What follows belongs to an exercise in optimizing a design on an open flow for small area; a production flow would make more cautious choices. Function was checked by simulation only, so behaviour that the tests miss may differ from the original. Power figures rest on the tool's default switching activity, not on a simulated workload.

## job 6614
==> flow/design.v <==
module uart_vector_processor #(
    parameter int BIT_RATE = 115200,
    parameter int CLK_FREQ = 1_843_200,
    parameter int MAX_VECT_SIZE = 8,
    parameter int MAX_MAT_ROWS = 4,
    parameter int MAX_MAT_COLS = 4
)(
    input wire clk,
    input wire resetn,
    input wire uart_rx,
    output wire uart_tx,
    output wire led_busy,
    output wire led_rx_active,
    output wire led_tx_active,
    output wire led_error
);
    localparam [2:0] S_IDLE = 3'd0,    
                     S_SZ   = 3'd1,    
                     S_OP1  = 3'd2,    
                     S_OP2  = 3'd3,    
                     S_TX   = 3'd4,    
                     S_ERR  = 3'd6;    
    reg [2:0] st;
    reg       frm;           
    reg [7:0] fc;            
    reg [3:0] ph;            
    reg [3:0] w;             
    reg [1:0] bi;            
    reg [3:0] L;             
    reg [1:0] op;            
    reg       c;             
    reg       dA;            
    reg       bcur;          
    reg       act;           
    reg       txo;           
    wire [3:0] m = fc[7:4];
    wire [3:0] e = fc[3:0];
    wire is_tx  = (st == S_TX);
    wire is_mat = (op == 2'b00);
    wire is_dot = (op == 2'b11);
    wire muldot = op[1];
    reg [15:0] rE [0:15];
    reg [15:0] rO [0:15];
    wire [2:0] yidx = is_dot ? 3'd0 : w[2:0];
    wire XE_lo = rE[{1'b0, w[2:0]}][0];
    wire XO_lo = rO[{1'b0, w[2:0]}][0];
    wire YE = rE[{1'b1, yidx}][0];
    wire YO = rO[{1'b1, yidx}][0];
    wire XE = w[3] ? YE : XE_lo;
    wire XO = w[3] ? YO : XO_lo;
    wire [2:0] bb = {1'b0, bi} + ((is_tx && muldot) ? {1'b0, is_dot, ~is_dot} : 3'd0);
    wire bitwin = frm && !m[3];                        
    wire hit    = bitwin && (ph == {bb[1:0], m[2:1]});  
    wire s15    = (ph == 4'd15);
    wire fend   = frm && (e == 4'd15) && (is_tx ? (m == 4'd9) : (m == 4'd8));
    wire rx   = uart_rx;
    wire XR   = m[0] ? XO : XE;                        
    wire first_bit = (bi == 2'd0) && (m[2:0] == 3'd0);
    wire cin_add = first_bit ? 1'b0 : c;
    wire nb   = (st == S_OP1) ? rx : (XR ^ rx ^ cin_add);
    wire pass  = act;                                   
    wire pfirst = (ph == 4'd0);
    wire cin_m = pfirst ? 1'b0 : c;
    wire t0 = bcur & XE;
    wire s0 = YE ^ t0 ^ cin_m;
    wire c1 = (YE & t0) | (YE & cin_m) | (t0 & cin_m);
    wire t1 = bcur & XO;
    wire s1 = YO ^ t1 ^ c1;
    wire c2 = (YO & t1) | (YO & c1) | (t1 & c1);
    wire rxop = frm && !is_tx;
    wire capv = bb[2] ? 1'b0 : (muldot ? (m[0] ? YO : YE) : (m[0] ? XO : XE));
    wire wrX  = pass || (hit && rxop && (st == S_OP1 || (st == S_OP2 && !muldot)));
    wire wrY  = pass || (st == S_OP1 && muldot);
    wire XdE = pass ? (pfirst ? 1'b0 : dA) : (m[0] ? XE : nb);
    wire XdO = pass ? XE : (m[0] ? nb : XO);
    wire YdE = pass ? s0 : 1'b0;
    wire YdO = pass ? s1 : 1'b0;
    wire UdE = is_mat ? XdE : YdE;
    wire UdO = is_mat ? XdO : YdO;
    genvar gi;
    generate
        for (gi = 0; gi < 16; gi = gi + 1) begin : g_slot
            wire we;
            wire dE, dO;
            if (gi < 8) begin : g_lo
                assign we = wrX && (w == gi);
                assign dE = XdE;
                assign dO = XdO;
            end else begin : g_hi
                assign we = (wrX && (w == gi)) || (wrY && (yidx == gi - 8));
                assign dE = UdE;
                assign dO = UdO;
            end
            always @(posedge clk) begin
                rE[gi] <= {we ? dE : rE[gi][0], rE[gi][15:1]};
                rO[gi] <= {we ? dO : rO[gi][0], rO[gi][15:1]};
            end
        end
    endgenerate
    wire [3:0] wnx = (is_mat && (w[1:0] == L[1:0])) ? {w[3:2] + 2'd1, 2'b00} : (w + 4'd1);
    wire last = (w == L);
    wire [2:0] k = m[2:0];
    wire brin = (k == 3'd0) ? 1'b1 : c;
    wire dbit = rx ^ brin;
    always @(posedge clk) begin
        ph <= ph + 4'd1;
        fc <= (!frm && !rx && st != S_ERR && !is_tx) ? 8'hF1 :
              (is_tx && !frm && s15)               ? 8'h00 : fc + 8'd1;
        if (pass) begin
            c  <= c2;
            dA <= XO;
        end else if (hit && rxop) begin
            if (st == S_SZ) c <= brin & ~rx;
            else            c <= (XR & rx) | (XR & cin_add) | (rx & cin_add);
        end
        if (hit && rxop) begin
            case (st)
                S_IDLE: begin
                    if (k == 3'd0) op[0] <= rx;
                    if (k == 3'd1) op[1] <= rx;
                end
                S_SZ: begin
                    if (bi == 2'd0 && (is_mat ? (k < 3'd2) : (k < 3'd4))) begin
                        if (is_mat && w[0]) L <= {L[3:2], dbit, L[1]};
                        else                L <= {dbit, L[3:1]};
                    end
                end
                default: ;
            endcase
        end
        if (is_tx) begin
            if (hit) bcur <= capv;
        end else if (s15)
            bcur <= rx;
        if (s15)
            act <= bitwin && rxop && st == S_OP2 && muldot;
        if (fend) begin
            case (st)
                S_IDLE: begin bi <= 2'd0; w <= 4'd0; end
                S_SZ: begin
                    bi <= bi + 2'd1;
                    if (bi == 2'd3) w <= (is_mat && !w[0]) ? 4'd1 : 4'd0;
                end
                S_OP1, S_OP2, S_TX: begin
                    bi <= bi + 2'd1;
                    if (bi == 2'd3) w <= last ? 4'd0 : wnx;
                end
                default: ;
            endcase
        end
    end
    always @(posedge clk or negedge resetn) begin
        if (!resetn) begin
            st  <= S_IDLE;
            frm <= 1'b0;
            txo <= 1'b1;
        end else begin
            if (!frm && !rx && st != S_ERR && !is_tx) frm <= 1'b1;
            else if (is_tx && !frm && s15)           frm <= 1'b1;
            else if (fend)                           frm <= 1'b0;
            if (s15)
                txo <= (is_tx && !frm) ? 1'b0 : (is_tx && frm && !m[3]) ? (hit ? capv : bcur) : 1'b1;
            if (hit && rxop && st == S_IDLE) begin
                if (k == 3'd2 && (rx ? (op != 2'b00) : (op == 2'b00))) st <= S_ERR;
                if (k >= 3'd3 && rx) st <= S_ERR;
            end
            if (fend) begin
                case (st)
                    S_IDLE: st <= S_SZ;
                    S_SZ:   if (bi == 2'd3 && !(is_mat && !w[0])) st <= S_OP1;
                    S_OP1:  if (bi == 2'd3 && last) st <= S_OP2;
                    S_OP2:  if (bi == 2'd3 && last) st <= S_TX;
                    S_TX:   if (bi == 2'd3 && (last || is_dot)) st <= S_IDLE;
                    default: ;
                endcase
            end
        end
    end
    assign uart_tx       = txo;
    assign led_tx_active = is_tx;
    assign led_rx_active = (st == S_SZ) || (st == S_OP1) || (st == S_OP2);
    assign led_busy      = led_rx_active || is_tx;
    assign led_error     = (st == S_ERR);
endmodule
Settings: LEC_CHECK=0, CAP_MARGIN=20, CORE_MARGIN=2, CORE_UTILIZATION=40, CTS_CLUSTER_DIAMETER=100, CTS_CLUSTER_SIZE=30, SLEW_MARGIN=20; clock period 100.0 ns.
run.sh (not shown) runs the stock make flow with config.mk's settings and CLKGATE_MAP_FILE= SYNTH_SCRIPT=/design/flow/synth_recipe.tcl, a recipe that flattens the netlist after the stock synthesis.
### job 6614 -> job 8532
- swapping 40 for 70 in CORE_UTILIZATION
- clearing CTS_CLUSTER_DIAMETER, which used to be 100
- putting CTS_BUF_LIST at sky130_fd_sc_hd__clkbuf_8 where nothing was set
Notes after the runs:
- Sort job 8532 and job 6614 by non-clock buffer count in the final layout asc -> top: job 8532
- Clock network area share for job 8532 is higher than for job 6614.
- Compared with job 6614, in job 8532 via count shows an increase of 12%, routed wire length shows an increase of 34%, number of antenna violations at the first check in global routing shows an increase of 1, fmax shows no meaningful change.
- In job 8532 relative to job 6614, total power divided by cell area had gone up by more than 10%.
- The final antenna diode count number comes out higher for job 6614 vs job 8532.
- Row half-perimeter wire length after placement: job 8532 higher / job 6614 lower
- Higher final non-filler cell area was reported by job 8532, not job 6614.
What job 1409 does differently from job 8532 at the input level:
- changing CORE_UTILIZATION from 70 to 40
- changing CTS_CLUSTER_SIZE from 30 to 20
- changing CTS_BUF_LIST from sky130_fd_sc_hd__clkbuf_8 to sky130_fd_sc_hd__clkbuf_4
Findings:
- Job 1409 vs. job 8532: diode insertion count for antenna repair went up by 2.
- Looking at count of clock-net buffers in the final layout across job 1409 and job 8532, the one that comes out higher is job 1409.
- Job 1409 vs job 8532: via count of the first global-routing pass down by a few percent
- Against job 8532, post-layout instance area in job 1409 rose by a few percent.
- Compared job 1409 vs job 8532, and number of H-tree levels is up in job 1409.
- [compare] base=job 8532 new=job 1409: post-route total power saw a decrease, final HPWL from detailed placement now sits lower, sequential portion of the cell area shows a reduction of 1.6 points.
Edits applied to the flow inputs when going from job 1409 to job 6901:
- swapping 20 for 36 in CTS_CLUSTER_SIZE
- putting CTS_CLUSTER_DIAMETER at 100 where nothing was set
- swapping 40 for 55 in CORE_UTILIZATION
- clearing CTS_BUF_LIST, which used to be sky130_fd_sc_hd__clkbuf_4
Notes after the runs:
- First-pass GRT wire length in job 6901 is about 3% lower than in job 1409
- Job 1409 consumes more power than job 6901.
- After detailed routing, job 1409 needs more wire than job 6901.
- Job 6901 has more setup slack than job 1409.
- Of job 1409 and job 6901, the run reporting the lower final cell count was job 6901.
- Per the final summary, job 6901 finished and its layout is clean on timing, DRC and antenna.
- Changes observed in job 6901 relative to job 1409: initial antenna violation count down 1, placeable core region went down by 9100 µm².

## port drivers added, routing unchanged
The flow's constraints put no driver on any port. The routed layouts listed below were extracted and timed again, unchanged, in two steps.
Step 1, drivers: a clkbuf_16 drives clk and a buf_2 each remaining input, both assumed.
Step 2, shift: input delay + t, output delay - t, t = (earliest + latest rising clock arrival at the registers) / 2. This alone moves slack from input paths to output paths.
Slacks: no drivers / after step 1 / after step 2; pairs: no drivers / after step 1.
run | t (ns) | setup slack, ns | hold WS [ns] | worst setup path after step 2 | slew at the worst register clock pin (ns)
job 6614 | 0.576 | 77.719 / 77.673 / 77.350 | 0.319 / 0.319 / 0.319 | input to register | 0.11 / 0.11
job 8532 | 0.633 | 77.670 / 77.628 / 77.317 | 0.316 / 0.316 / 0.316 | input to register | 0.08 / 0.08
job 1409 | 0.766 | 77.532 / 77.490 / 77.320 | 0.303 / 0.303 / 0.303 | input to register | 0.07 / 0.07
job 6901 | 0.574 | 77.702 / 77.655 / 77.362 | 0.316 / 0.316 / 0.316 | input to register | 0.12 / 0.12
After both steps every run listed still meets setup and hold. For job 6614, which loses most, drivers alone change the setup slack by -0.046 ns; drivers and shift together by -0.369 ns.
